This design comes from an exercise in tuning for small area on the open sky130 flow, not from production work. Only simulation tests tie the RTL to the original design; equivalence was not proved.

**flow/config.mk**
```make
export PLATFORM = sky130hd
export DESIGN_NAME = CPU
export DESIGN_NICKNAME = CPU
export VERILOG_FILES = /design/flow/design.v
export SDC_FILE = /design/flow/constraint.sdc
export NUM_CORES = 4
export LEC_CHECK = 0
export CAP_MARGIN = 20
export CORE_MARGIN = 2
export CORE_UTILIZATION = 40
export SLEW_MARGIN = 20
```
**flow/constraint.sdc**
```tcl
create_clock -name core_clock -period 11.0 [get_ports {sCLK}]
set_input_delay 2.2000 -clock core_clock [delete_from_list [all_inputs] [get_ports {sCLK}]]
set_output_delay 2.2000 -clock core_clock [all_outputs]
set_load 0.01 [all_outputs]
```
**flow/design.v**
```verilog
`timescale 1ns / 1ps
module CPU(
    input [7:0] Ins,
    input RESET,
    input sCLK,
    output [6:0] SEG1,
    output [6:0] SEG2,
    output [6:0] SEG3,
    output [6:0] SEG4,
    output [6:0] SEG5,
    output [7:0] ADD
    );
	wire [1:0] op = Ins[7:6];
	wire [1:0] rs = Ins[5:4];
	wire [1:0] rt = Ins[3:2];
	wire [1:0] rd = Ins[1:0];
	wire [7:0] imm = {{6{Ins[1]}}, Ins[1:0]};
	wire is_add   = (op == 2'b00);
	wire is_load  = (op == 2'b01);
	wire is_store = (op == 2'b10);
	wire is_jump  = (op == 2'b11);
	reg [7:0] pc;
	wire [7:0] off = is_jump ? {{6{Ins[1] & ~Ins[0]}}, Ins[1] ^ Ins[0], ~Ins[0]} : 8'd1;
	always @(posedge sCLK or posedge RESET)
		if (RESET) pc <= 8'd0;
		else pc <= pc + off;
	assign ADD = pc;
	reg [7:0] r [0:3];
	wire [7:0] A = r[rs];
	wire [7:0] B = r[rt];
	wire [7:0] sum = A + (is_add ? B : imm);
	wire [4:0] addr = sum[4:0];
	reg [7:0] m [0:31];
	reg [31:0] mv;
	wire [7:0] init = addr[4] ? (8'd0 - {4'd0, addr[3:0]}) : {4'd0, addr[3:0]};
	wire [31:0] dec = 32'd1 << addr;
	wire [31:0] sv = dec & mv;
	wire hit = |sv;
	reg [7:0] md;
	integer k;
	always @(*) begin
		md = 8'd0;
		for (k = 0; k < 32; k = k + 1)
			md = md | ({8{sv[k]}} & m[k]);
	end
	wire [7:0] mrd = hit ? md : init;
	always @(posedge sCLK)
		for (k = 0; k < 32; k = k + 1)
			if (is_store & dec[k]) m[k] <= B;
	integer i;
	always @(posedge sCLK or posedge RESET)
		if (RESET) mv <= 32'd0;
		else if (is_store) mv <= mv | dec;
	wire [7:0] W = is_load ? mrd : sum;
	wire [1:0] wr = is_load ? rt : rd;
	always @(posedge sCLK or posedge RESET)
		if (RESET) begin
			r[0] <= 8'd0; r[1] <= 8'd0; r[2] <= 8'd0; r[3] <= 8'd0;
		end else if (is_add | is_load)
			r[wr] <= W;
	function [6:0] hex7(input [3:0] h);
		case (h)
			4'h0: hex7 = 7'b0111111; 4'h1: hex7 = 7'b0000110;
			4'h2: hex7 = 7'b1011011; 4'h3: hex7 = 7'b1001111;
			4'h4: hex7 = 7'b1100110; 4'h5: hex7 = 7'b1101101;
			4'h6: hex7 = 7'b1111101; 4'h7: hex7 = 7'b0000111;
			4'h8: hex7 = 7'b1111111; 4'h9: hex7 = 7'b1101111;
			4'hA: hex7 = 7'b1110111; 4'hB: hex7 = 7'b1111100;
			4'hC: hex7 = 7'b0111001; 4'hD: hex7 = 7'b1011110;
			4'hE: hex7 = 7'b1111001; default: hex7 = 7'b1110001;
		endcase
	endfunction
	assign SEG1 = is_store ? 7'b1101101 : is_jump ? 7'b0001110 : hex7(W[7:4]);
	assign SEG2 = is_store ? 7'b1111000 : is_jump ? 7'b0111110 : hex7(W[3:0]);
	assign SEG3 = is_store ? 7'b0111111 : is_jump ? 7'b0110111 : 7'b0000000;
	assign SEG4 = is_store ? 7'b1110000 : is_jump ? 7'b0110111 : 7'b0000000;
	assign SEG5 = is_store ? 7'b1111001 : is_jump ? 7'b1110011 : 7'b0000000;
endmodule
```
**flow/flow/run.sh**
```bash
#!/bin/bash
# Own layout flow: the standard synthesis, then the logic between the
# flip-flops re-mapped for area (flow/resynth.tcl, flip-flops untouched), then
# the standard ORFS flow with smaller port and clock buffers.
# Each tool's output goes to a log file of its own in this folder.
set -euo pipefail
HERE=$(pwd)
R=$HERE/orfs/results/sky130hd/CPU/base
CTSBUF=${CTSBUF:-sky130_fd_sc_hd__clkbuf_8}
VARS=(
  "CTS_ARGS=-sink_clustering_enable -repair_clock_nets -dont_use_dummy_load -buf_list $CTSBUF"
  "PRE_RESIZE_TCL=$HERE/flow/pre_resize.tcl"
)
bash standard.sh "${VARS[@]}" synth > make_synth.log 2>&1
cp $R/1_2_yosys.v $HERE/standard_synth.v
printf 'set_driving_cell sky130_fd_sc_hd__buf_1\nset_load 5\n' > $HERE/abc.constr
LIB=$FLOW_HOME/platforms/sky130hd/lib/sky130_fd_sc_hd__tt_025C_1v80.lib \
IN=$HERE/standard_synth.v OUT=$R/1_2_yosys.v TOP=$FLOW_TOP \
ABC_SCRIPT=$HERE/flow/area.abc ABC_CONSTR=$HERE/abc.constr STAT=$HERE/resynth_stat.txt \
  yosys -c $HERE/flow/resynth.tcl > resynth.log 2>&1
rm -f $R/1_synth.odb $R/1_synth.sdc
bash standard.sh "${VARS[@]}" finish > make_finish.log 2>&1
```
**flow/flow/area.abc**
```
strash
dch
&get -n
&st
&dch
&nf -R 1000 -p
&st
&syn2
&dch
&nf -R 1000 -p
&put
topo
stime -c
```
**flow/flow/pre_resize.tcl**
```tcl
# Shrink the port buffers that buffer_ports inserted to the smallest buffer.
foreach inst [get_cells -quiet {input* output*}] {
  set name [get_full_name $inst]
  set master [get_property $inst ref_name]
  if {[string match "sky130_fd_sc_hd__*buf*" $master] && $master ne "sky130_fd_sc_hd__buf_1"} {
    replace_cell $name sky130_fd_sc_hd__buf_1
  }
}
```
**flow/flow/resynth.tcl**
```tcl
# Re-map the combinational logic of the standard synthesis netlist for area.
# The flip-flops (and their instance names) are kept as they are: every
# sequential cell is a black box here, so only the logic between them changes.
yosys -import
set lib $::env(LIB)
read_liberty -ignore_miss_func $lib
read_verilog $::env(IN)
hierarchy -top $::env(TOP)
set f [open $lib r]; set txt [read $f]; close $f
foreach {- m} [regexp -all -inline {cell\s*\(\s*"?(sky130_fd_sc_hd__\w+)"?\s*\)} $txt] {
  if {[regexp {__(s?e?df|dl|sdl)} $m]} { blackbox $m }
}
flatten
opt_clean -purge
techmap
opt -fast
set dont_use {}
foreach c {sky130_fd_sc_hd__lpflow_bleeder_1 sky130_fd_sc_hd__lpflow_clkbufkapwr_1 sky130_fd_sc_hd__lpflow_clkbufkapwr_16 sky130_fd_sc_hd__lpflow_clkbufkapwr_2 sky130_fd_sc_hd__lpflow_clkbufkapwr_4 sky130_fd_sc_hd__lpflow_clkbufkapwr_8 sky130_fd_sc_hd__lpflow_clkinvkapwr_1 sky130_fd_sc_hd__lpflow_clkinvkapwr_16 sky130_fd_sc_hd__lpflow_clkinvkapwr_2 sky130_fd_sc_hd__lpflow_clkinvkapwr_4 sky130_fd_sc_hd__lpflow_clkinvkapwr_8 sky130_fd_sc_hd__lpflow_decapkapwr_12 sky130_fd_sc_hd__lpflow_decapkapwr_3 sky130_fd_sc_hd__lpflow_decapkapwr_4 sky130_fd_sc_hd__lpflow_decapkapwr_6 sky130_fd_sc_hd__lpflow_decapkapwr_8 sky130_fd_sc_hd__lpflow_inputiso0n_1 sky130_fd_sc_hd__lpflow_inputiso0p_1 sky130_fd_sc_hd__lpflow_inputiso1n_1 sky130_fd_sc_hd__lpflow_inputiso1p_1 sky130_fd_sc_hd__lpflow_inputisolatch_1 sky130_fd_sc_hd__lpflow_isobufsrc_1 sky130_fd_sc_hd__lpflow_isobufsrc_16 sky130_fd_sc_hd__lpflow_isobufsrc_2 sky130_fd_sc_hd__lpflow_isobufsrc_4 sky130_fd_sc_hd__lpflow_isobufsrc_8 sky130_fd_sc_hd__lpflow_isobufsrckapwr_16 sky130_fd_sc_hd__lpflow_lsbuf_lh_hl_isowell_tap_1 sky130_fd_sc_hd__lpflow_lsbuf_lh_hl_isowell_tap_2 sky130_fd_sc_hd__lpflow_lsbuf_lh_hl_isowell_tap_4 sky130_fd_sc_hd__lpflow_lsbuf_lh_isowell_4 sky130_fd_sc_hd__lpflow_lsbuf_lh_isowell_tap_1 sky130_fd_sc_hd__lpflow_lsbuf_lh_isowell_tap_2 sky130_fd_sc_hd__lpflow_lsbuf_lh_isowell_tap_4 sky130_fd_sc_hd__probe_p_8 sky130_fd_sc_hd__probec_p_8} { lappend dont_use -dont_use $c }
abc -liberty $lib {*}$dont_use -script $::env(ABC_SCRIPT) -constr $::env(ABC_CONSTR)
read_liberty -lib -overwrite $lib
opt_clean -purge
hilomap -singleton -hicell sky130_fd_sc_hd__conb_1 HI -locell sky130_fd_sc_hd__conb_1 LO
insbuf -buf sky130_fd_sc_hd__buf_1 A X
opt_clean -purge
check -assert
tee -o $::env(STAT) stat -liberty $lib
write_verilog -noattr -nohex -nodec $::env(OUT)
```
**flow/standard.sh**
```bash
#!/bin/bash
# synth_recipe.tcl (not shown) runs the flow's synth.tcl, then flattens the netlist and writes it again
# the make line also repeats each setting of config.mk as NAME=value (left out here)
make -C /OpenROAD-flow-scripts/flow DESIGN_CONFIG=/design/flow/config.mk WORK_HOME=/design/flow/orfs CLKGATE_MAP_FILE= SYNTH_SCRIPT=/design/flow/synth_recipe.tcl "${@:-finish}"
```
==> reports/summary.log, run 1 <==
[global_route] gr ovfl total 0
[final_layout] # nets final 1191
[outcome] run status timing/DRC/antenna clean
[synth] syn_area_per_cell 13.0 sq um
[worst_setup_path] class of the most critical setup path in -> out
[placed_design] quantity of I/O buffers inserted on ports 49
[final_layout] Area growth syn-to-layout 13.2%
[worst_hold_path] type of the tightest min-delay check reg -> reg
[clocking] Clock transition at path regs 0.05 ns
[worst_setup_path] delay of the slowest critical-path stage 0.45 ns
[final_layout] share of final-layout standard cells stronger than drive strength 1 0.114
[floorplanning] placement row count 67
[route] post-detailed-route DRC marker count 0
[worst_setup_path] critical path peak fanout 14
[sta] count of pins over their slew limit 0
[sta] post-route minimum period 10.17 ns
[route] number of DRC markers in iteration 0 1184
[global_route] total routing usage reported by global routing 0.232
[floorplanning] overall die area 35900 sq um
[floorplanning] floorplan die width 190 um
[final_layout] antenna diode instance count 0
[sta] Fmax 0.0983 GHz
[worst_setup_path] nature of the critical path startpoint input port
[route] number of detailed-route iterations in the first pass 5
[route] remaining antenna violation count after routing 0
[final_layout] multi-input logic area 4120 sq um
[worst_setup_path] Data arrival, critical path 7.97 ns
[synth] number of cells produced by synthesis 1057
[floorplanning] Top-Level Pins 53
[floorplanning] starting utilization of the core area 0.409
[global_route] largest net degree at the start of global routing 73
[placed_design] total half-perimeter wirelength after legalization and detailed placement 28.4 mm
[floorplanning] floorplan core area 33700 sq um
[sta] measured slew at the worst slew-check pin 1.09 ns
[clocking] Setup Buffers After CTS 0
[final_layout] utilization of the core after routing 0.463
[route] via count 9759
[clocking] maximum clock insertion buffer count 3
[route] Detailed Route WL 41.6 mm
[job] Maximum Capacitance Violations 0
[placed_design] Cell Count Post-Placement 1575
[global_route] via count of the first global-routing pass 9476
[sta] Rel. slew slack 0.272
[route] Via density 6.00
[synth] number of warnings issued by yosys 3
[synth] total standard cell area after synthesis 13800 sq um
[worst_setup_path] crit path capture type output port
[worst_setup_path] cell type of the slowest stage on the worst timing path sky130_fd_sc_hd__or3_1
[final_layout] Layout fillers 3043
[clocking] root buffer cell sky130_fd_sc_hd__clkbuf_8
[sta] total setup violations reported at the end of the flow 0
[final_layout] post-route insts no fill 1627
[clocking] TritonCTS buffer count 52
[global_route] wire length of the first global-routing pass 61.1 mm
[sta] Sum Neg Setup Slack 0 ns
[clocking] total number of H-tree levels 2
[clocking] clock net sink count 328
[global_route] number of antenna violations at the first check in global routing 0
[clocking] post_cts resized 0
[sta] worst clock skew on the final layout 0.0776 ns
[sta] final cycle utilization of the critical path 0.924
[clocking] worst-skew pair later-pin latency 0.63 ns
[route] post-DR wirelength/cell 25.6 um
[sta] hold slack final 0.469 ns
[final_layout] footprint of the flip-flops and latches 9490 sq um
[clocking] number of buffers inserted by hold repair at cts 0
[floorplanning] die outline height 190 um
[placed_design] final RePlAce weighted congestion 0.910
[worst_setup_path] worst path required time 8.80 ns
[sta] Fin. Hold Viols 0
[clocking] TritonCTS clock tree done
[sta] unrepaired setup endpoints after global routing no
-- per-layer routing --
layer / global-route usage / part of all wire / up-vias
li1: - / - / 4278
met1: 0.324 / 0.41 / 4863
met2: 0.360 / 0.45 / 541
met3: 0.0577 / 0.11 / 77
met4: 0.0745 / 0.029 / 0
met5: 0 / 0 / -
-- placed cells by master, fill, tap and decap left out, types with 38 or more instances in the layout --
cell type and instances:
sky130_fd_sc_hd__edfxtp_1 256, sky130_fd_sc_hd__nand2_1 106, sky130_fd_sc_hd__nor2_1 92, sky130_fd_sc_hd__dfrtp_1 72, sky130_fd_sc_hd__buf_4 60, sky130_fd_sc_hd__a21oi_1 54, sky130_fd_sc_hd__clkbuf_8 52, sky130_fd_sc_hd__buf_1 49
sky130_fd_sc_hd__o21ai_0 45, sky130_fd_sc_hd__a22oi_1 38
-- area by class of cell --
cell class                      count  area share
Sequential cell                   328       0.609
Multi-Input combinational cell    675       0.264
Clock buffer                       52      0.0459
Timing Repair Buffer              111      0.0421
Tap cell                          448      0.0359
Inverter                           13     0.00321
-- path summary, 6_finish.rpt --
path,cells after the start,start,to,slack (ns)
min,1,mv[25],mv[25],0.47
min reg2reg,1,mv[25],mv[25],0.47
max in group asynchronous,3,RESET,r[0][6],8.65
max,28,Ins[2],SEG2[3],0.83
min in group asynchronous,3,RESET,mv[26],1.76
max reg2reg,22,r[1][0],r[3][0],5.63
-- through the flow --
step | cell area (sq um) | setup WS (ns)
2_1_floorplan | 13800 | 0.221
3_3_place_gp | 15200 | 0.335
3_5_place_dp | 14900 | 0.961
4_1_cts | 15600 | 0.908
5_1_grt | 15600 | 0.424
6_report | 15600 | 0.832
-- registers in the layout (all words and copies together) (netlist names) --
name	flops
pc	8
mv	32
m	256
r	32
-- critical path: cells and delay by family --
| kind | cells | cell delay, ns |
|---|---|---|
| AO/OA/AOI/OAI | 7 | 1.07 |
| XOR/XNOR | 1 | 0.39 |
| adder cells (fa/ha/maj) | 1 | 0.44 |
| buffers and inverters | 6 | 0.90 |
| AND/OR/NAND/NOR | 13 | 2.97 |
==> run 2, diff against run 1 <==
--- a/flow/flow/run.sh
+++ b/flow/flow/run.sh
@@ -9,5 +9,7 @@
 CTSBUF=${CTSBUF:-sky130_fd_sc_hd__clkbuf_8}
+CTSCL=${CTSCL:--sink_clustering_max_diameter 80 -sink_clustering_size 15}
 VARS=(
-  "CTS_ARGS=-sink_clustering_enable -repair_clock_nets -dont_use_dummy_load -buf_list $CTSBUF"
+  "CTS_ARGS=-sink_clustering_enable -repair_clock_nets -dont_use_dummy_load -buf_list $CTSBUF $CTSCL"
   "PRE_RESIZE_TCL=$HERE/flow/pre_resize.tcl"
+  "PRE_GLOBAL_PLACE_TCL=$HERE/flow/pre_gpl.tcl"
 )
==> flow/flow/pre_gpl.tcl (new file) <==
# Remove the buffers synthesis put on pass-through and port nets; buffer_ports
# then gives every port its own buffer, as in the standard flow.
remove_buffers
--- a/flow/flow/pre_resize.tcl
+++ b/flow/flow/pre_resize.tcl
@@ -8 +8,3 @@
 }
+# Keep repair_design from reaching for the largest buffers.
+set_dont_use {sky130_fd_sc_hd__buf_16 sky130_fd_sc_hd__buf_12 sky130_fd_sc_hd__bufbuf_16 sky130_fd_sc_hd__bufbuf_8 sky130_fd_sc_hd__bufinv_16 sky130_fd_sc_hd__bufinv_8}
--- a/flow/config.mk
+++ b/flow/config.mk
@@ -9,3 +9,5 @@
 export CORE_MARGIN = 2
-export CORE_UTILIZATION = 40
+export CORE_UTILIZATION = 55
+export GPL_TIMING_DRIVEN = 1
+export PLACE_DENSITY = 0.7
 export SLEW_MARGIN = 20
==> run 2 against run 1 <==
Clock-buffer cell count decreased by 27. Worst hold slack gained 0.0054 ns. Maximum frequency down 1.0%. Still clean on timing, DRC and antenna. Design area shrank 3.0%. Wire length fell by 4.4%. Synthesized area unchanged. Worst setup slack lost 0.10 ns. Largest cell class unchanged. Critical path type unchanged. First-iteration DRC count rose by 13%. Core utilization up 16 points. Sequential cell count did not move. Via count is 0.31% higher.
==> reports/summary.log, run 2 <==
[outcome] run status timing/DRC/antenna clean
[final_layout] share of final-layout standard cells stronger than drive strength 1 0.101 [-0.0129]
[worst_setup_path] crit path capture type output port
[sta] total setup violations reported at the end of the flow 0 [unchanged]
[route] post-DR wirelength/cell 26.8 um [+4.7%]
[sta] Fmax 0.0973 GHz [-1.0%]
[floorplanning] die outline height 162 um [-14%]
[clocking] clock net sink count 328 [unchanged]
[sta] count of pins over their slew limit 0 [unchanged]
[worst_hold_path] Hold Path Sink mv[10]
[clocking] root buffer cell sky130_fd_sc_hd__clkbuf_8
[clocking] TritonCTS clock tree done
[sta] measured slew at the worst slew-check pin 1.09 ns [-0.00105 ns]
[floorplanning] overall die area 26300 sq um [-27%]
[global_route] number of antenna violations at the first check in global routing 0 [unchanged]
[worst_setup_path] worst path required time 8.80 ns [about the same]
[route] number of DRC markers in iteration 0 1342 [+13%]
[worst_setup_path] r2r setup slk 5.52 ns [-0.11 ns]
[sta] Fin. Hold Viols 0 [unchanged]
[clocking] post_cts resized 0 [unchanged]
[final_layout] utilization of the core after routing 0.619 [+0.156]
[global_route] largest net degree at the start of global routing 73 [unchanged]
[sta] unrepaired setup endpoints after global routing no
[sta] hold slack final 0.474 ns [+0.00544 ns]
[worst_hold_path] worst hold stages 1 [unchanged]
[synth] total standard cell area after synthesis 13800 sq um [unchanged]
[sta] post-route minimum period 10.27 ns [+0.105 ns]
[clocking] worst-skew pair later-pin latency 0.57 ns [-0.06 ns]
[worst_setup_path] nature of the critical path startpoint input port
[floorplanning] placement row count 57 [-15%]
[floorplanning] Top-Level Pins 53 [unchanged]
[floorplanning] starting utilization of the core area 0.563 [+0.154]
[final_layout] Final Instance Area 15100 sq um [-3.0%]
[synth] number of warnings issued by yosys 3 [unchanged]
[worst_hold_path] hold path startpoint mv[10]
[placed_design] post-placement worst setup slack 0.911 ns [-0.0508 ns]
[final_layout] most frequent cells in the layout 256 x sky130_fd_sc_hd__edfxtp_1, 106 x sky130_fd_sc_hd__nand2_1, 90 x sky130_fd_sc_hd__nor2_1
[worst_setup_path] kind of cell adding the most delay to the critical path simple AND/OR/NAND/NOR gates
[placed_design] post-detailed-placement cell area 14800 sq um [-0.68%]
[clocking] total number of H-tree levels 1 [-1]
[final_layout] Area growth syn-to-layout 9.86%
[floorplanning] floorplan die width 162 um [-14%]
[placed_design] total half-perimeter wirelength after legalization and detailed placement 27.4 mm [-3.8%]
[sta] final cycle utilization of the critical path 0.934 [+0.00950]
[final_layout] antenna diode instance count 0 [unchanged]
[final_layout] # nets final 1173 [-1.5%]
[sta] final setup margin 0.728 ns [-0.105 ns]
[route] Via density 6.59 [+9.9%]
[worst_setup_path] critical path peak fanout 8 [-6]
[final_layout] register ranked first by flip-flop count m
[route] Detailed Route WL 39.8 mm [-4.4%]
[clocking] Setup Buffers After CTS 0 [unchanged]
[global_route] total routing usage reported by global routing 0.306 [+0.0738]
[final_layout] registers with the highest flip-flop counts m x256, mv x32, r x32
[route] via count 9789 [+0.31%]
[clocking] TritonCTS buffer count 25 [-52%]
[sta] Sum Neg Setup Slack 0 ns [unchanged]
[placed_design] final RePlAce weighted congestion 0.968 [+6.4%]
[global_route] via count of the first global-routing pass 9223 [-2.7%]
[job] Maximum Capacitance Violations 0 [unchanged]
[placed_design] quantity of I/O buffers inserted on ports 49 [unchanged]
[worst_setup_path] Crit path buffers/inverters 5 [-1]
[worst_setup_path] Data arrival, critical path 8.07 ns [+0.10 ns]
[worst_setup_path] capture point of the worst reg-to-reg path r[3][7]
[global_route] gr ovfl total 0 [unchanged]
[clocking] maximum clock insertion buffer count 3 [unchanged]
[floorplanning] floorplan core area 24500 sq um [-27%]
[sta] Rel. slew slack 0.272 [+0.000701]
[worst_setup_path] class of the most critical setup path in -> out
[route] remaining antenna violation count after routing 0 [unchanged]
[synth] syn_area_per_cell 13.0 sq um [unchanged]
[clocking] Clock transition at path regs 0.09 ns [+0.04 ns]
[worst_setup_path] beginning of the worst register-to-register path r[1][0]
[route] post-detailed-route DRC marker count 0 [unchanged]
[global_route] wire length of the first global-routing pass 59.3 mm [-3.1%]
[worst_setup_path] Worst R2R Path Depth 24 [+9.1%]
[worst_setup_path] delay of the slowest critical-path stage 0.89 ns [+0.44 ns]
[sta] worst clock skew on the final layout 0.0280 ns [-0.0496 ns]
[clocking] number of buffers inserted by hold repair at cts 0 [unchanged]
[route] number of detailed-route iterations in the first pass 5 [unchanged]
[worst_hold_path] type of the tightest min-delay check reg -> reg
[final_layout] Layout fillers 1893 [-38%]
[final_layout] Largest register FFs 256 [unchanged]
[synth] number of cells produced by synthesis 1057 [unchanged]
[final_layout] leading cell type in the layout, fill and taps excluded sky130_fd_sc_hd__edfxtp_1
[worst_setup_path] cell type of the slowest stage on the worst timing path sky130_fd_sc_hd__nor2b_1
## run 2: layer usage
layer  vias up  GRT usage  share of wire
met1      4880      0.450           0.39
met3        72     0.0523           0.11
met4         0     0.0821          0.029
li1       4238          -              -
met2       599      0.480           0.47
met5         -          0              0
## run 2: per-stage QoR
step | cells
2_1_floorplan | 1059
3_3_place_gp | 1459
3_5_place_dp | 1459
4_1_cts | 1484
5_1_grt | 1485
6_report | 1485
## run 2: final cells by class
type / instances / area, sq um / area share
clock buffer: 25 / 344 / 0.0227
sequential: 328 / 9490 / 0.627
tap: 324 / 405 / 0.0268
inverter: 13 / 50.0 / 0.00331
timing repair buffer: 120 / 721 / 0.0476
multi-input combinational: 675 / 4120 / 0.272
## run 2: how the worst max path moves through the flow
| stage | startpoint | to | slack [ns] | depth (start not counted) |
|---|---|---|---|---|
| after global routing | Ins[2] | SEG1[3] | 0.19 | 25 |
| after CTS | Ins[2] | SEG1[3] | 0.90 | 25 |
| final | Ins[2] | SEG1[3] | 0.73 | 25 |
| after global placement | Ins[2] | SEG2[0] | 0.34 | 23 |
| after detailed placement | Ins[2] | SEG1[3] | 0.91 | 25 |
| after floorplan | Ins[3] | SEG2[3] | 0.22 | 23 |
==> run 3, diff against run 2 <==
--- a/flow/config.mk
+++ b/flow/config.mk
@@ -10,3 +10,3 @@
 export CORE_UTILIZATION = 55
-export GPL_TIMING_DRIVEN = 1
+export GPL_TIMING_DRIVEN = 0
 export PLACE_DENSITY = 0.7
==> run 3 against run 2 <==
Still clean on timing, DRC and antenna. Cell count down 2.8%. Sequential share of layout area down 0.067 points. Design area up 0.11%. Worst hold slack better by 0.0027 ns. Register-to-register slack worse by 0.42 ns. Via count down 2.8%. Worst setup slack worse by 0.53 ns. Clock skew up 0.031 ns. Non-clock buffer count down 43. Wire length down 3.3%. Synthesized cell count unchanged. Critical path type unchanged. Critical endpoint is now SEG2[3].
==> reports/summary.log, run 3 <==
[outcome] run status timing/DRC/antenna clean
[clocking] clock net sink count 328 [unchanged]
[worst_hold_path] type of the tightest min-delay check reg -> reg
[global_route] number of antenna violations at the first check in global routing 0 [unchanged]
[route] via count 9515 [-2.8%]
[sta] final cycle utilization of the critical path 0.982 [+0.0486]
[final_layout] registers with the highest flip-flop counts m x256, mv x32, r x32
[global_route] total routing usage reported by global routing 0.292 [-0.0139]
[clocking] Clock transition at path regs 0.09 ns [about the same]
[job] Maximum Capacitance Violations 0 [unchanged]
[synth] number of cells produced by synthesis 1057 [unchanged]
[final_layout] Largest register FFs 256 [unchanged]
[global_route] gr ovfl total 0 [unchanged]
[sta] Fmax 0.0925 GHz [-4.9%]
[clocking] TritonCTS buffer count 25 [unchanged]
[clocking] maximum clock insertion buffer count 3 [unchanged]
[sta] post-route minimum period 10.81 ns [+0.534 ns]
[route] Detailed Route WL 38.5 mm [-3.3%]
[route] number of DRC markers in iteration 0 1576 [+17%]
[final_layout] most frequent cells in the layout 256 x sky130_fd_sc_hd__edfxtp_1, 104 x sky130_fd_sc_hd__nand2_1, 87 x sky130_fd_sc_hd__nor2_1
[sta] Rel. slew slack 0.240 [-0.0329]
[worst_setup_path] nature of the critical path startpoint input port
[worst_setup_path] critical path peak fanout 10 [+2]
[worst_setup_path] Data arrival, critical path 8.61 ns [+0.54 ns]
[floorplanning] placement row count 57 [unchanged]
[floorplanning] floorplan core area 24500 sq um [unchanged]
[placed_design] Cell Count Post-Placement 1400 [-4.0%]
[placed_design] final RePlAce weighted congestion 0.893 [-7.8%]
[worst_setup_path] cell type of the slowest stage on the worst timing path sky130_fd_sc_hd__o22ai_1
[route] number of detailed-route iterations in the first pass 6 [+1]
[floorplanning] die outline height 162 um [unchanged]
[sta] total setup violations reported at the end of the flow 0 [unchanged]
[sta] final setup margin 0.193 ns [-0.534 ns]
[clocking] number of buffers inserted by hold repair at cts 0 [unchanged]
[synth] number of warnings issued by yosys 3 [unchanged]
[global_route] via count of the first global-routing pass 8867 [-3.9%]
[route] remaining antenna violation count after routing 0 [unchanged]
[placed_design] total half-perimeter wirelength after legalization and detailed placement 25.7 mm [-6.2%]
[sta] Fin. Hold Viols 0 [unchanged]
[route] Via density 6.59 [about the same]
[floorplanning] overall die area 26300 sq um [unchanged]
[route] post-detailed-route DRC marker count 0 [unchanged]
[final_layout] antenna diode instance count 0 [unchanged]
[final_layout] Area growth syn-to-layout 9.97%
[clocking] worst-skew pair later-pin latency 0.60 ns [+0.03 ns]
[synth] syn_area_per_cell 13.0 sq um [unchanged]
[final_layout] post-route insts no fill 1444 [-2.8%]
[worst_setup_path] delay of the slowest critical-path stage 0.70 ns [-0.19 ns]
[placed_design] post-detailed-placement cell area 14500 sq um [-1.9%]
[sta] worst clock skew on the final layout 0.0586 ns [+0.0306 ns]
[final_layout] utilization of the core after routing 0.619 [+0.000665]
[sta] measured slew at the worst slew-check pin 1.14 ns [+0.0491 ns]
[global_route] largest net degree at the start of global routing 53 [-27%]
[clocking] root buffer cell sky130_fd_sc_hd__clkbuf_8
[final_layout] Final Instance Area 15100 sq um [+0.11%]
[floorplanning] Top-Level Pins 53 [unchanged]
[final_layout] # nets final 1132 [-3.5%]
[final_layout] register ranked first by flip-flop count m
[placed_design] post-placement worst setup slack -1.71 ns [-2.62 ns]
[synth] total standard cell area after synthesis 13800 sq um [unchanged]
[final_layout] share of final-layout standard cells stronger than drive strength 1 0.0955 [-0.00524]
[worst_setup_path] crit path capture type output port
[clocking] TritonCTS clock tree done
[sta] count of pins over their slew limit 0 [unchanged]
[placed_design] quantity of I/O buffers inserted on ports 49 [unchanged]
[clocking] total number of H-tree levels 1 [unchanged]
[floorplanning] floorplan die width 162 um [unchanged]
[floorplanning] starting utilization of the core area 0.563 [unchanged]
[global_route] wire length of the first global-routing pass 56.5 mm [-4.6%]
[worst_setup_path] class of the most critical setup path in -> out
[final_layout] leading cell type in the layout, fill and taps excluded sky130_fd_sc_hd__edfxtp_1
[worst_setup_path] worst path required time 8.80 ns [about the same]
[route] post-DR wirelength/cell 26.7 um [-0.51%]
-- run 3: through the flow --
stage               setup TNS [ns]  hold slack, ns
floorplan                        0           0.435
global placement            -57.60           0.451
detailed placement          -18.00           0.457
CTS                              0           0.481
global route                -0.103           0.489
finish                           0           0.477
-- run 3: layer usage --
layer  part of all wire  track usage
met5                  0            0
met4              0.034       0.0925
met3               0.10       0.0411
met2               0.47        0.462
met1               0.39        0.427
-- run 3: layout make-up --
| type | count | area (sq um) |
|---|---|---|
| Clock buffer | 25 | 344 |
| Fill cell | 1858 | 9320 |
| Inverter | 13 | 53.8 |
| Multi-Input combinational cell | 677 | 4370 |
| Sequential cell | 328 | 9490 |
| Tap cell | 324 | 405 |
| Timing Repair Buffer | 77 | 480 |
-- run 3: what timing repair did --
| action | CTS | global route |
|---|---|---|
| cloned | 2 | 0 |
| setup buffers | 4 | 12 |
| endpoints found under the setup margin | 14 | 14 |
| resized for setup | 21 | 14 |
| pin swaps | 3 | 4 |
-- run 3: worst max-delay path, delay by kind of cell --
| family | cells | cell delay [ns] |
|---|---|---|
| XOR/XNOR | 1 | 0.45 |
| AND/OR/NAND/NOR | 14 | 3.61 |
| buffers and inverters | 4 | 0.50 |
| AO/OA/AOI/OAI | 7 | 1.82 |
-- run 3: final timing paths --
path | startpoint | endpoint | slack [ns] | cells after the start
max | Ins[2] | SEG2[3] | 0.19 | 26
min | mv[9] | mv[9] | 0.48 | 1
max reg2reg | r[0][0] | r[3][7] | 5.10 | 20
min reg2reg | mv[9] | mv[9] | 0.48 | 1
max in group asynchronous | RESET | r[0][4] | 8.75 | 3
min in group asynchronous | RESET | mv[5] | 1.53 | 2
==> run 4, diff against run 3 <==
--- a/flow/design.v
+++ b/flow/design.v
@@ -35,16 +35,5 @@
 	wire [7:0] init = addr[4] ? (8'd0 - {4'd0, addr[3:0]}) : {4'd0, addr[3:0]};
-	wire [31:0] dec = 32'd1 << addr;
-	wire [31:0] sv = dec & mv;
-	wire hit = |sv;
-	reg [7:0] md;
-	integer k;
-	always @(*) begin
-		md = 8'd0;
-		for (k = 0; k < 32; k = k + 1)
-			md = md | ({8{sv[k]}} & m[k]);
-	end
-	wire [7:0] mrd = hit ? md : init;
+	wire [7:0] mrd = mv[addr] ? m[addr] : init;
 	always @(posedge sCLK)
-		for (k = 0; k < 32; k = k + 1)
-			if (is_store & dec[k]) m[k] <= B;
+		if (is_store) m[addr] <= B;
 	integer i;
@@ -52,3 +41,3 @@
 		if (RESET) mv <= 32'd0;
-		else if (is_store) mv <= mv | dec;
+		else if (is_store) mv[addr] <= 1'b1;
 	wire [7:0] W = is_load ? mrd : sum;
==> flow/flow/area.abc (replaced) <==
strash
dch
&get -n
&st
&dch
&nf -R 1000 -p
&put
mfs2 -a
strash
&get -n
&st
&dch
&nf -R 1000 -p
&put
topo
stime -c
--- a/flow/config.mk
+++ b/flow/config.mk
@@ -10,3 +10,3 @@
 export CORE_UTILIZATION = 55
-export GPL_TIMING_DRIVEN = 0
+export GPL_TIMING_DRIVEN = 1
 export PLACE_DENSITY = 0.7
==> run 4 against run 3 <==
Still clean. Synthesized area shrank 0.96%. Design area decreased by 1.2%. Clock skew is 0.034 ns lower. Synthesized cell count is 2.4% lower. Worst hold slack improved by 0.0029 ns. Via count is 1.6% lower. First-iteration DRC count fell by 21%. Worst setup slack improved by 0.37 ns. Register-to-register slack gained 0.81 ns. Critical path type unchanged. Largest cell class unchanged.
==> reports/summary.log, run 4 <==
[floorplanning] starting utilization of the core area 0.561 [-0.00215]
[synth] number of cells produced by synthesis 1032 [-2.4%]
[sta] Rel. slew slack 0.282 [+0.0424]
[global_route] wire length of the first global-routing pass 55.3 mm [-2.1%]
[synth] number of warnings issued by yosys 2 [-1]
[final_layout] leading cell type in the layout, fill and taps excluded sky130_fd_sc_hd__edfxtp_1
[floorplanning] die outline height 161 um [-0.47%]
[sta] post-route minimum period 10.44 ns [-0.369 ns]
[sta] count of pins over their slew limit 0 [unchanged]
[job] Maximum Capacitance Violations 0 [unchanged]
[clocking] Clock transition at path regs 0.09 ns [about the same]
[route] post-DR wirelength/cell 24.9 um [-6.7%]
[final_layout] antenna diode instance count 0 [unchanged]
[worst_setup_path] critical path peak fanout 24 [+14]
[worst_hold_path] type of the tightest min-delay check reg -> reg
[global_route] gr ovfl total 0 [unchanged]
[clocking] Setup Buffers After CTS 0 [-4]
[sta] Fin. Hold Viols 0 [unchanged]
[route] number of DRC markers in iteration 0 1252 [-21%]
[route] Detailed Route WL 36.0 mm [-6.5%]
[worst_setup_path] nature of the critical path startpoint input port
[final_layout] Layout fillers 1928 [+3.8%]
[floorplanning] Top-Level Pins 53 [unchanged]
[sta] unrepaired setup endpoints after global routing no
[route] via count 9366 [-1.6%]
[floorplanning] placement row count 57 [unchanged]
[clocking] root buffer cell sky130_fd_sc_hd__clkbuf_8
[global_route] total routing usage reported by global routing 0.281 [-0.0115]
[worst_setup_path] class of the most critical setup path in -> out
[synth] total standard cell area after synthesis 13600 sq um [-0.96%]
[sta] worst clock skew on the final layout 0.0246 ns [-0.0340 ns]
[clocking] post_cts resized 0 [-100%]
[sta] measured slew at the worst slew-check pin 1.08 ns [-0.0595 ns]
[final_layout] Largest register FFs 256 [unchanged]
[sta] total setup violations reported at the end of the flow 0 [unchanged]
[floorplanning] floorplan core area 24300 sq um [-0.58%]
[floorplanning] overall die area 26100 sq um [-0.93%]
[sta] final cycle utilization of the critical path 0.949 [-0.0335]
[final_layout] register ranked first by flip-flop count m
[placed_design] total half-perimeter wirelength after legalization and detailed placement 23.8 mm [-7.3%]
[outcome] run status timing/DRC/antenna clean
[worst_setup_path] crit path capture type output port
[clocking] TritonCTS buffer count 25 [unchanged]
[clocking] maximum clock insertion buffer count 3 [unchanged]
[final_layout] registers with the highest flip-flop counts m x256, mv x32, r x32
[global_route] number of antenna violations at the first check in global routing 0 [unchanged]
[clocking] TritonCTS clock tree done
[route] Via density 6.48 [-1.7%]
[clocking] worst-skew pair later-pin latency 0.59 ns [about the same]
[placed_design] quantity of I/O buffers inserted on ports 49 [unchanged]
[sta] Sum Neg Setup Slack 0 ns [unchanged]
[clocking] total number of H-tree levels 1 [unchanged]
[final_layout] most frequent cells in the layout 256 x sky130_fd_sc_hd__edfxtp_1, 142 x sky130_fd_sc_hd__nand2_1, 74 x sky130_fd_sc_hd__nor2_1, 74 x sky130_fd_sc_hd__a21oi_1, 72 x sky130_fd_sc_hd__dfrtp_1
[global_route] via count of the first global-routing pass 9005 [+1.6%]
[clocking] number of buffers inserted by hold repair at cts 0 [unchanged]
[route] post-detailed-route DRC marker count 0 [unchanged]
[clocking] clock net sink count 328 [unchanged]
[final_layout] utilization of the core after routing 0.615 [-0.00393]
[final_layout] # nets final 1134 [+0.18%]
[worst_setup_path] Data arrival, critical path 8.24 ns [-0.37 ns]
[synth] syn_area_per_cell 13.2 sq um [+1.4%]
[floorplanning] floorplan die width 161 um [-0.47%]
[worst_setup_path] worst path required time 8.80 ns [about the same]
[global_route] largest net degree at the start of global routing 73 [+38%]
[final_layout] share of final-layout standard cells stronger than drive strength 1 0.0936 [-0.00195]
[route] remaining antenna violation count after routing 0 [unchanged]
[final_layout] Area growth syn-to-layout 9.70%
[placed_design] final RePlAce weighted congestion 0.942 [+5.5%]
[sta] Fmax 0.0958 GHz [+3.5%]
[route] number of detailed-route iterations in the first pass 6 [unchanged]
[run 4: changes by cell type in the layout (fill, tap and decap cells not counted), moves of 18 or more]
cell,before,now
sky130_fd_sc_hd__a222oi_1,14,52
sky130_fd_sc_hd__and3_1,20,2
sky130_fd_sc_hd__a22oi_1,38,9
sky130_fd_sc_hd__buf_4,17,54
sky130_fd_sc_hd__a21oi_1,52,74
sky130_fd_sc_hd__nand2_1,104,142
sky130_fd_sc_hd__a221oi_1,28,5
sky130_fd_sc_hd__nand3_1,29,11
[run 4: worst max-delay path, stage by stage]
cell	delay, ns
sky130_fd_sc_hd__buf_1	0.11
sky130_fd_sc_hd__nor2_1	0.54
sky130_fd_sc_hd__a22oi_1	0.18
sky130_fd_sc_hd__a31oi_1	0.25
sky130_fd_sc_hd__nand2_1	0.19
sky130_fd_sc_hd__a21oi_1	0.48
sky130_fd_sc_hd__clkinv_1	0.13
sky130_fd_sc_hd__a21oi_1	0.31
sky130_fd_sc_hd__clkinv_1	0.11
sky130_fd_sc_hd__a21o_1	0.24
sky130_fd_sc_hd__xnor2_2	0.20
sky130_fd_sc_hd__buf_4	0.36
sky130_fd_sc_hd__nand2_1	0.38
sky130_fd_sc_hd__a21oi_1	0.29
sky130_fd_sc_hd__nor3_1	0.15
sky130_fd_sc_hd__a31oi_1	0.28
sky130_fd_sc_hd__o21ai_0	0.24
sky130_fd_sc_hd__mux2i_1	0.67
sky130_fd_sc_hd__a21oi_1	0.22
sky130_fd_sc_hd__nor2b_1	0.16
sky130_fd_sc_hd__a21oi_1	0.05
sky130_fd_sc_hd__or3_1	0.34
sky130_fd_sc_hd__buf_1	0.14
[run 4: worst paths after layout]
kind,startpoint,endpoint,slack (ns),depth (start not counted)
worst max-delay path,Ins[3],SEG2[5],0.56,23
worst min-delay path,pc[7],pc[7],0.48,1
worst max register to register,r[2][0],r[1][0],5.91,17
worst min register to register,pc[7],pc[7],0.48,1
max in group asynchronous,RESET,r[1][4],8.45,3
min in group asynchronous,RESET,mv[20],1.91,3
[run 4: layout make-up]
| class | instances | area (sq um) | share of cell area |
|---|---|---|---|
| repair buffers | 106 | 649 | 0.0434 |
| multi-input cells | 650 | 4030 | 0.269 |
| well taps | 324 | 405 | 0.0271 |
| clock buffers | 25 | 344 | 0.0230 |
| flip-flops and latches | 328 | 9490 | 0.634 |
| inverters | 13 | 48.8 | 0.00326 |
[run 4: metrics by stage]
stage          hold WS [ns]  setup slack (ns)  instance area [sq um]  instances
3_5_place_dp          0.458             0.753                  14600       1421
4_1_cts               0.482             0.738                  15000       1446
2_1_floorplan         0.429             0.782                  13600       1034
5_1_grt               0.505             0.121                  15000       1446
3_3_place_gp          0.451             0.184                  14900       1420
6_report              0.480             0.562                  15000       1446
[run 4: per-layer routing]
| metal | GRT usage | up-vias | routed length (um) | share of wire |
|---|---|---|---|---|
| li1 | - | 4136 | - | - |
| met1 | 0.409 | 4578 | 14400 | 0.40 |
| met2 | 0.422 | 548 | 16100 | 0.45 |
| met3 | 0.0603 | 104 | 3940 | 0.11 |
| met4 | 0.104 | 0 | 1510 | 0.042 |
| met5 | 0 | - | 0 | 0 |
==> run 5, diff against run 4 <==
--- a/flow/config.mk
+++ b/flow/config.mk
@@ -9,5 +9,5 @@
 export CORE_MARGIN = 2
-export CORE_UTILIZATION = 55
+export CORE_UTILIZATION = 80
 export GPL_TIMING_DRIVEN = 1
-export PLACE_DENSITY = 0.7
+export PLACE_DENSITY = 0.88
 export SLEW_MARGIN = 20
==> run 5 against run 4 <==
Worst hold slack better by 0.011 ns. Clock skew increased by 0.0090 ns. Cell count shrank 7.7%. Critical path type unchanged. Critical endpoint is now SEG2[6].
==> reports/summary.log, run 5 <==
[final_layout] most frequent cells in the layout 256 x sky130_fd_sc_hd__edfxtp_1, 142 x sky130_fd_sc_hd__nand2_1, 74 x sky130_fd_sc_hd__nor2_1, 74 x sky130_fd_sc_hd__a21oi_1, 72 x sky130_fd_sc_hd__dfrtp_1
[placed_design] quantity of I/O buffers inserted on ports 49 [unchanged]
[worst_setup_path] Worst path depth 24 [+4.3%]
[global_route] gr ovfl total 0 [unchanged]
[worst_setup_path] cell type of the slowest stage on the worst timing path sky130_fd_sc_hd__nor2b_1
[global_route] wire length of the first global-routing pass 58.2 mm [+5.2%]
[final_layout] leading cell type in the layout, fill and taps excluded sky130_fd_sc_hd__edfxtp_1
[sta] Rel. slew slack 0.247 [-0.0352]
[sta] final setup margin 0.427 ns [-0.135 ns]
[synth] syn_area_per_cell 13.2 sq um [unchanged]
[worst_setup_path] crit path capture type output port
[route] number of DRC markers in iteration 0 2137 [+71%]
[sta] final cycle utilization of the critical path 0.961 [+0.0123]
[sta] count of pins over their slew limit 0 [unchanged]
[final_layout] Largest register FFs 256 [unchanged]
[synth] total standard cell area after synthesis 13600 sq um [unchanged]
[final_layout] register ranked first by flip-flop count m
[clocking] Clock transition at path regs 0.09 ns [about the same]
[job] Maximum Capacitance Violations 0 [unchanged]
[global_route] number of antenna violations at the first check in global routing 1 [+1]
[sta] measured slew at the worst slew-check pin 1.13 ns [+0.0528 ns]
[clocking] number of buffers inserted by hold repair at cts 0 [unchanged]
[clocking] root buffer cell sky130_fd_sc_hd__clkbuf_8
[floorplanning] Top-Level Pins 53 [unchanged]
[placed_design] final RePlAce weighted congestion 0.976 [+3.7%]
[route] post-detailed-route DRC marker count 0 [unchanged]
[sta] Fin. Hold Viols 0 [unchanged]
[global_route] largest net degree at the start of global routing 73 [unchanged]
[floorplanning] placement row count 47 [-18%]
[clocking] worst-skew pair later-pin latency 0.58 ns [about the same]
[route] Detailed Route WL 38.8 mm [+7.9%]
[floorplanning] overall die area 18100 sq um [-31%]
[worst_setup_path] Crit path buffers/inverters 7 [+2]
[sta] total setup violations reported at the end of the flow 0 [unchanged]
[worst_setup_path] kind of cell adding the most delay to the critical path compound AO/OA/AOI/OAI gates
[worst_setup_path] class of the most critical setup path in -> out
[route] post-DR wirelength/cell 29.1 um [+17%]
[worst_setup_path] Data arrival, critical path 8.37 ns [+0.13 ns]
[sta] Sum Neg Setup Slack 0 ns [unchanged]
[worst_hold_path] type of the tightest min-delay check reg -> reg
[clocking] Setup Buffers After CTS 0 [unchanged]
[sta] Fmax 0.0946 GHz [-1.3%]
[clocking] total number of H-tree levels 1 [unchanged]
[worst_setup_path] Worst R2R Path Depth 14 [-3]
[clocking] maximum clock insertion buffer count 3 [unchanged]
[sta] worst clock skew on the final layout 0.0335 ns [+0.00897 ns]
[worst_setup_path] delay of the slowest critical-path stage 0.61 ns [-0.06 ns]
[placed_design] post-placement worst setup slack 0.869 ns [+0.116 ns]
[final_layout] post-route insts no fill 1335 [-7.7%]
[floorplanning] floorplan die width 135 um [-17%]
[floorplanning] starting utilization of the core area 0.820 [+0.259]
[placed_design] Cell Count Post-Placement 1309 [-7.9%]
[final_layout] Area growth syn-to-layout 8.37%
[clocking] post_cts resized 0 [unchanged]
[clocking] TritonCTS buffer count 25 [unchanged]
[route] number of detailed-route iterations in the first pass 11 [+5]
[sta] unrepaired setup endpoints after global routing no
[final_layout] registers with the highest flip-flop counts m x256, mv x32, r x32
[final_layout] antenna diode instance count 0 [unchanged]
[global_route] total routing usage reported by global routing 0.441 [+0.160]
[placed_design] total half-perimeter wirelength after legalization and detailed placement 25.5 mm [+7.3%]
[final_layout] # nets final 1127 [-0.62%]
[worst_setup_path] nature of the critical path startpoint input port
[outcome] run status timing/DRC/antenna clean
[final_layout] Layout fillers 633 [-67%]
[synth] number of cells produced by synthesis 1032 [unchanged]
[worst_setup_path] worst path required time 8.80 ns [about the same]
[final_layout] share of final-layout standard cells stronger than drive strength 1 0.0861 [-0.00748]
[worst_setup_path] cell-by-cell trace of the critical path buf_1 -> nor2b_1 -> a22oi_1 -> a31oi_1 -> nand2_1 -> a21oi_1 -> clkinv_1 -> a21oi_1 -> clkinv_1 -> a21o_1 -> xnor2_2 -> buf_4 -> nand2_1 -> a21oi_1 -> or4_1 -> a21oi_1 -> a31oi_1 -> o21ai_0 -> buf_4 -> a21boi_0 -> clkinv_1 -> o21ai_0 -> nand2_1 -> buf_1
[global_route] via count of the first global-routing pass 9780 [+8.6%]
[floorplanning] die outline height 135 um [-17%]
[route] remaining antenna violation count after routing 0 [unchanged]
[floorplanning] floorplan core area 16600 sq um [-32%]
[synth] number of warnings issued by yosys 2 [unchanged]
[route] via count 10.2k [+9.1%]
[clocking] TritonCTS clock tree done
[sta] post-route minimum period 10.57 ns [+0.135 ns]
[worst_setup_path] cell with the most instances on the worst path sky130_fd_sc_hd__a21oi_1
[route] Via density 7.66 [+18%]
[worst_setup_path] critical path peak fanout 12 [-50%]
[clocking] clock net sink count 328 [unchanged]
[worst_hold_path] worst hold stages 1 [unchanged]
==> run 5: changes by cell type in the layout (fill, tap and decap cells not counted) <==
cell                              delta
sky130_fd_sc_hd__nor4_2              -1
sky130_fd_sc_hd__nor3_2              -2
sky130_fd_sc_hd__o21ai_1             -1
sky130_fd_sc_hd__buf_4               -9
sky130_fd_sc_hd__clkbuf_4            +1
sky130_fd_sc_hd__nor3_1              +2
sky130_fd_sc_hd__nor4_4              +1
sky130_fd_sc_hd__o21ai_0             +1
sky130_fd_sc_hd__clkdlybuf4s15_2     +1
==> run 5: metal layers <==
layer | wire [um] | GRT usage | vias to the layer above
met4 | 2500 | 0.197 | 2
li1 | - | - | 4111
met1 | 12300 | 0.607 | 4723
met3 | 6430 | 0.129 | 270
met5 | 13 | 0 | -
met2 | 17600 | 0.672 | 1115
==> run 5: worst paths after layout <==
path	startpoint	endpoint	slack [ns]
max	Ins[3]	SEG2[6]	0.43
min	pc[7]	pc[7]	0.49
max reg2reg	r[2][0]	m[24][6]	5.65
min reg2reg	pc[7]	pc[7]	0.49
max in group asynchronous	RESET	mv[13]	8.47
min in group asynchronous	RESET	mv[17]	1.90
==> run 5: worst reg2reg max path, delay by kind of cell (launching register included) <==
| kind | cells | cell delay (ns) |
|---|---|---|
| AND/OR/NAND/NOR | 6 | 2.13 |
| AO/OA/AOI/OAI | 5 | 1.72 |
| buffers and inverters | 2 | 0.48 |
| flip-flops | 1 | 0.41 |
| XOR/XNOR | 1 | 0.23 |
==> run 5: cell type report <==
cell class                      instances  area (sq um)  share of cell area
Multi-Input combinational cell        650          4030               0.272
Timing Repair Buffer                   99           601              0.0406
Sequential cell                       328          9490               0.642
Inverter                               13          48.8             0.00330
Clock buffer                           25           344              0.0233
Tap cell                              220           275              0.0186
==> run 5: metrics by stage <==
stage | utilization | hold WS, ns | area, sq um
after detailed placement | 0.867 | 0.467 | 14400
after global routing | 0.888 | 0.507 | 14800
after global placement | 0.884 | 0.440 | 14700
after floorplan | - | 0.429 | 13600
after CTS | 0.888 | 0.486 | 14800
final | 0.888 | 0.491 | 14800
==> run 6, diff against run 5 <==
--- a/flow/config.mk
+++ b/flow/config.mk
@@ -9,5 +9,5 @@
 export CORE_MARGIN = 2
-export CORE_UTILIZATION = 80
+export CORE_UTILIZATION = 70
 export GPL_TIMING_DRIVEN = 1
-export PLACE_DENSITY = 0.88
+export PLACE_DENSITY = 0.8
 export SLEW_MARGIN = 20
==> run 6 against run 5 <==
Clock skew is 0.013 ns higher. Sequential share of layout area hardly changed. Critical path depth is 4 lower. Synthesized cell count stayed put. Highest routed layer is now met4. Critical endpoint is now SEG2[5]. Wire length is 11% lower. Maximum frequency is 6.0% higher.
==> reports/summary.log, run 6 <==
[outcome] run status timing/DRC/antenna clean
[final_layout] Area growth syn-to-layout 8.44% [about the same]
[route] number of DRC markers in iteration 0 1447 [-32%]
[sta] final cycle utilization of the critical path 0.907 [-0.0546]
[sta] count of pins over their slew limit 0 [unchanged]
[sta] unrepaired setup endpoints after global routing no
[floorplanning] floorplan core area 19300 sq um [+16%]
[synth] number of warnings issued by yosys 2 [unchanged]
[route] Via density 6.79 [-11%]
[worst_setup_path] cell-by-cell trace of the critical path buf_1 -> nor2b_1 -> a22oi_1 -> a31oi_1 -> or2_0 -> nand2_1 -> buf_4 -> nor2_4 -> buf_4 -> a222oi_1 -> a21oi_1 -> nor3_1 -> a31oi_1 -> o21ai_0 -> mux2i_1 -> a21oi_1 -> nor2b_1 -> a21oi_1 -> or3_1 -> buf_1
[floorplanning] placement row count 51 [+8.5%]
[clocking] Setup Buffers After CTS 0 [unchanged]
[synth] number of cells produced by synthesis 1032 [unchanged]
[placed_design] final RePlAce weighted congestion 0.966 [-1.0%]
[final_layout] antenna diode instance count 0 [unchanged]
[worst_setup_path] Crit path buffers/inverters 4 [-3]
[worst_setup_path] worst path required time 8.80 ns [about the same]
[worst_setup_path] delay of the slowest critical-path stage 0.67 ns [+0.06 ns]
[sta] measured slew at the worst slew-check pin 1.10 ns [-0.0284 ns]
[sta] Fin. Hold Viols 0 [unchanged]
[floorplanning] floorplan die width 144 um [+6.7%]
[worst_setup_path] Data arrival, critical path 7.77 ns [-0.60 ns]
[final_layout] # nets final 1127 [unchanged]
[placed_design] total half-perimeter wirelength after legalization and detailed placement 22.8 mm [-10%]
[clocking] TritonCTS clock tree done
[route] post-detailed-route DRC marker count 0 [unchanged]
[worst_setup_path] nature of the critical path startpoint input port
[global_route] largest net degree at the start of global routing 73 [unchanged]
[final_layout] Largest register FFs 256 [unchanged]
[final_layout] share of final-layout standard cells stronger than drive strength 1 0.0870 [+0.000897]
[clocking] clock net sink count 328 [unchanged]
[sta] Sum Neg Setup Slack 0 ns [unchanged]
[synth] syn_area_per_cell 13.2 sq um [unchanged]
[clocking] total number of H-tree levels 1 [unchanged]
[worst_setup_path] critical path peak fanout 24 [+12]
[floorplanning] die outline height 144 um [+6.7%]
[floorplanning] starting utilization of the core area 0.708 [-0.112]
[clocking] TritonCTS buffer count 25 [unchanged]
[sta] Fmax 0.100 GHz [+6.0%]
[global_route] number of antenna violations at the first check in global routing 0 [-1]
[placed_design] post-detailed-placement cell area 14400 sq um [about the same]
[placed_design] quantity of I/O buffers inserted on ports 49 [unchanged]
[worst_setup_path] kind of cell adding the most delay to the critical path simple AND/OR/NAND/NOR gates
[final_layout] utilization of the core after routing 0.768 [-0.121]
[floorplanning] overall die area 20600 sq um [+14%]
[final_layout] registers with the highest flip-flop counts m x256, mv x32, r x32
[route] number of detailed-route iterations in the first pass 9 [-2]
[clocking] Clock transition at path regs 0.09 ns [about the same]
[clocking] post_cts resized 0 [unchanged]
[sta] total setup violations reported at the end of the flow 0 [unchanged]
[global_route] via count of the first global-routing pass 9198 [-6.0%]
[sta] hold slack final 0.480 ns [-0.0114 ns]
[clocking] worst-skew pair later-pin latency 0.57 ns [about the same]
[sta] post-route minimum period 9.97 ns [-0.601 ns]
[job] Maximum Capacitance Violations 0 [unchanged]
[route] Detailed Route WL 34.6 mm [-11%]
[route] via count 9371 [-8.3%]
[final_layout] leading cell type in the layout, fill and taps excluded sky130_fd_sc_hd__edfxtp_1
[final_layout] register ranked first by flip-flop count m
[clocking] maximum clock insertion buffer count 3 [unchanged]
[worst_setup_path] crit path capture type output port
[global_route] wire length of the first global-routing pass 53.3 mm [-8.4%]
[route] remaining antenna violation count after routing 0 [unchanged]
[sta] Rel. slew slack 0.266 [+0.0189]
[worst_setup_path] class of the most critical setup path in -> out
[sta] worst clock skew on the final layout 0.0467 ns [+0.0132 ns]
[clocking] number of buffers inserted by hold repair at cts 0 [unchanged]
[floorplanning] Top-Level Pins 53 [unchanged]
[route] post-DR wirelength/cell 25.1 um [-14%]
[worst_hold_path] type of the tightest min-delay check reg -> reg
[worst_setup_path] cell type of the slowest stage on the worst timing path sky130_fd_sc_hd__mux2i_1
[clocking] root buffer cell sky130_fd_sc_hd__clkbuf_8
[final_layout] Final Instance Area 14800 sq um [about the same]
[synth] total standard cell area after synthesis 13600 sq um [unchanged]
[worst_setup_path] cell with the most instances on the worst path sky130_fd_sc_hd__a21oi_1
[global_route] total routing usage reported by global routing 0.348 [-0.0929]
[final_layout] most frequent cells in the layout 256 x sky130_fd_sc_hd__edfxtp_1, 142 x sky130_fd_sc_hd__nand2_1, 74 x sky130_fd_sc_hd__nor2_1, 74 x sky130_fd_sc_hd__a21oi_1, 72 x sky130_fd_sc_hd__dfrtp_1
[global_route] gr ovfl total 0 [unchanged]
run 6: final timing paths:
check	startpoint	to	cells after the start	slack, ns
worst min-delay path	mv[20]	mv[20]	1	0.48
worst max-delay path	Ins[3]	SEG2[5]	20	1.03
worst min register to register	mv[20]	mv[20]	1	0.48
min in group asynchronous	RESET	r[1][2]	3	1.88
max in group asynchronous	RESET	mv[12]	3	8.43
worst max register to register	r[1][0]	m[24][1]	14	6.04
run 6: cell type report:
class,count,area [sq um]
inverter,13,48.8
tap,265,332
sequential,328,9490
fill,1291,4480
timing repair buffer,99,557
clock buffer,25,344
multi-input combinational,650,4020
run 6: worst register-to-register path: cells and delay by family, from the launching register on:
family	cells	cell delay [ns]
simple gates	6	1.90
buf+inv	3	0.55
flops	1	0.42
mux	1	0.48
xor+xnor	1	0.59
compound gates	3	0.63
run 6: layer usage:
layer,up-vias,part of all wire,track usage
met5,-,0,0
li1,4105,-,-
met1,4554,0.38,0.512
met2,626,0.46,0.540
met3,86,0.12,0.0563
met4,0,0.038,0.120
run 6: metrics by stage:
stage	worst slack, ns	std cells
2_1_floorplan	0.782	1034
3_3_place_gp	0.648	1354
3_5_place_dp	1.20	1354
4_1_cts	1.20	1379
5_1_grt	0.560	1380
6_report	1.03	1380
==> run 7, diff against run 6 <==
--- a/flow/flow/pre_gpl.tcl
+++ b/flow/flow/pre_gpl.tcl
@@ -3 +3,3 @@
 remove_buffers
+# Let the timing-driven placement's repairs use only the small buffers.
+set_dont_use {sky130_fd_sc_hd__buf_4 sky130_fd_sc_hd__buf_6 sky130_fd_sc_hd__buf_8 sky130_fd_sc_hd__buf_12 sky130_fd_sc_hd__buf_16 sky130_fd_sc_hd__bufbuf_8 sky130_fd_sc_hd__bufbuf_16 sky130_fd_sc_hd__clkbuf_4 sky130_fd_sc_hd__clkbuf_8 sky130_fd_sc_hd__clkbuf_16}
==> run 7 against run 6 <==
Non-clock buffer count shrank 1. Clock-buffer cell count unchanged. Still clean on timing, DRC and antenna. Maximum frequency shrank 4.0%. Sequential cell count did not move. Critical endpoint unchanged. Critical path type unchanged. Clock skew is 0.0078 ns higher.
==> reports/summary.log, run 7 <==
[placed_design] post-detailed-placement cell area 14300 sq um [-1.2%]
[worst_setup_path] crit path capture type output port
[clocking] Clock transition at path regs 0.10 ns [about the same]
[sta] Fmax 0.0963 GHz [-4.0%]
[worst_setup_path] cell-by-cell trace of the critical path buf_1 -> and2_0 -> a22oi_1 -> a31oi_1 -> nand2_1 -> a21oi_1 -> clkinv_1 -> a21oi_1 -> clkinv_1 -> a21o_1 -> xnor2_2 -> nand2_1 -> a21oi_1 -> nor3_1 -> a31oi_1 -> o21ai_0 -> mux2i_2 -> a21oi_1 -> nor2b_1 -> a21oi_1 -> or3_1 -> buf_1
[global_route] total routing usage reported by global routing 0.366 [+0.0184]
[worst_setup_path] kind of cell adding the most delay to the critical path compound AO/OA/AOI/OAI gates
[worst_setup_path] worst path required time 8.80 ns [about the same]
[clocking] TritonCTS clock tree done
[floorplanning] die outline height 144 um [unchanged]
[global_route] via count of the first global-routing pass 9103 [-1.0%]
[floorplanning] Top-Level Pins 53 [unchanged]
[clocking] number of buffers inserted by hold repair at cts 0 [unchanged]
[worst_setup_path] nature of the critical path startpoint input port
[sta] Sum Neg Setup Slack 0 ns [unchanged]
[floorplanning] placement row count 51 [unchanged]
[placed_design] post-placement worst setup slack 0.352 ns [-0.844 ns]
[route] number of detailed-route iterations in the first pass 9 [unchanged]
[clocking] Setup Buffers After CTS 0 [unchanged]
[worst_setup_path] Data arrival, critical path 8.19 ns [+0.42 ns]
[final_layout] Layout fillers 1305 [+1.1%]
[final_layout] Largest register FFs 256 [unchanged]
[sta] final setup margin 0.612 ns [-0.416 ns]
[final_layout] utilization of the core after routing 0.760 [-0.00773]
[route] remaining antenna violation count after routing 0 [unchanged]
[global_route] met3 Usage GRT 0.0686 [+0.0123]
[floorplanning] overall die area 20600 sq um [unchanged]
[worst_setup_path] class of the most critical setup path in -> out
[route] number of DRC markers in iteration 0 1709 [+18%]
[synth] total standard cell area after synthesis 13600 sq um [unchanged]
[final_layout] Final Instance Area 14600 sq um [-1.0%]
[route] Detailed Route WL 36.9 mm [+6.6%]
[worst_setup_path] Crit path buffers/inverters 4 [unchanged]
[final_layout] registers with the highest flip-flop counts m x256, mv x32, r x32
[job] Maximum Capacitance Violations 0 [unchanged]
[floorplanning] starting utilization of the core area 0.708 [unchanged]
[sta] count of pins over their slew limit 0 [unchanged]
[worst_hold_path] type of the tightest min-delay check reg -> reg
[route] Via density 6.98 [+2.9%]
[clocking] worst-skew pair later-pin latency 0.60 ns [+0.03 ns]
[final_layout] share of final-layout standard cells stronger than drive strength 1 0.0566 [-0.0304]
[global_route] largest net degree at the start of global routing 43 [-41%]
[synth] syn_area_per_cell 13.2 sq um [unchanged]
[final_layout] multi-input logic area 4040 sq um [+0.56%]
[floorplanning] floorplan core area 19300 sq um [unchanged]
[placed_design] total half-perimeter wirelength after legalization and detailed placement 24.4 mm [+7.0%]
[final_layout] Area growth syn-to-layout 7.35%
[outcome] run status timing/DRC/antenna clean
[placed_design] quantity of I/O buffers inserted on ports 49 [unchanged]
[global_route] met2 track utilization from global routing 0.568 [+0.0281]
[final_layout] # nets final 1126 [-0.089%]
[clocking] post_cts resized 0 [unchanged]
[final_layout] leading cell type in the layout, fill and taps excluded sky130_fd_sc_hd__edfxtp_1
[global_route] number of antenna violations at the first check in global routing 1 [+1]
[global_route] wire length of the first global-routing pass 54.9 mm [+3.0%]
[final_layout] register ranked first by flip-flop count m
[sta] measured slew at the worst slew-check pin 1.09 ns [-0.00688 ns]
[final_layout] footprint of the flip-flops and latches 9490 sq um [unchanged]
[route] post-DR wirelength/cell 26.7 um [+6.6%]
[clocking] maximum clock insertion buffer count 3 [unchanged]
[placed_design] final RePlAce weighted congestion 1.07 [+11%]
[route] post-detailed-route DRC marker count 0 [unchanged]
[global_route] gr ovfl total 0 [unchanged]
## run 7: worst register-to-register path, stage by stage, from the launching register on
cell and delay (ns):
sky130_fd_sc_hd__dfrtp_1 0.42, sky130_fd_sc_hd__a222oi_1 0.32, sky130_fd_sc_hd__nand2_1 0.49, sky130_fd_sc_hd__a21o_1 0.34, sky130_fd_sc_hd__nor2_1 0.15, sky130_fd_sc_hd__nor2b_1 0.09
sky130_fd_sc_hd__xnor2_2 0.47, sky130_fd_sc_hd__buf_1 0.76, sky130_fd_sc_hd__and2_0 0.47, sky130_fd_sc_hd__nand2_1 0.20, sky130_fd_sc_hd__o21ai_0 0.51, sky130_fd_sc_hd__and2_0 0.28
sky130_fd_sc_hd__nand2_1 0.18, sky130_fd_sc_hd__nor2_1 0.75
## run 7: path summary, 6_finish.rpt
path	start	endpoint	slack, ns	cells after the start
max in group asynchronous	RESET	pc[5]	7.86	3
worst max register to register	r[0][3]	m[24][2]	5.20	13
worst max-delay path	Ins[2]	SEG2[5]	0.61	22
worst min register to register	pc[7]	pc[7]	0.48	1
min in group asynchronous	RESET	mv[20]	1.71	2
worst min-delay path	pc[7]	pc[7]	0.48	1
## run 7: through the flow
stage	std cells	hold slack [ns]
3_5_place_dp	1353	0.464
4_1_cts	1378	0.486
6_report	1380	0.482
2_1_floorplan	1034	0.429
3_3_place_gp	1353	0.462
5_1_grt	1379	0.509
## run 7: final cells by class
cell class	count	area share
Sequential cell	328	0.648
Multi-Input combinational cell	650	0.276
Clock buffer	25	0.0235
Tap cell	265	0.0226
Timing Repair Buffer	98	0.0261
Inverter	13	0.00333
Antenna cell	1	0.000171
## run 7: layer usage
metal  part of all wire  vias to the layer above
met5                  0                        -
met3               0.12                      105
met1               0.38                     4748
met2               0.46                      679
li1                   -                     4107
met4              0.041                        0

what the ideal ports hide:
The results above use ideal ports. As a check the final layouts listed here were re-extracted and re-timed, cells and wires unchanged. Step 1 assumes that a clkbuf_16 drives the clock port and a buf_2 every other input. Step 2 times the ports against the registers' clock, not the clock port: input delays grow and output delays shrink by t, the midpoint of the rising clock arrivals with the driver on. Three values: ideal ports, drivers, drivers and shift; two values: the first two.
run	t, ns	slack for setup (ns)	clock arrival spread, ns
run 1	0.635	0.832 / 0.812 / 0.812	0.088 / 0.088
run 2	0.607	0.728 / 0.707 / 0.707	0.029 / 0.029
run 3	0.613	0.193 / 0.174 / 0.174	0.064 / 0.065
run 4	0.613	0.562 / 0.541 / 0.541	0.035 / 0.035
run 5	0.609	0.427 / 0.404 / 0.404	0.034 / 0.034
run 6	0.591	1.028 / 1.000 / 1.000	0.052 / 0.052
run 7	0.617	0.612 / 0.588 / 0.588	0.058 / 0.058
After both steps setup and hold are still met in every run listed. For run 6, which loses most, drivers alone change the setup slack by -0.028 ns; drivers and shift together by -0.028 ns.
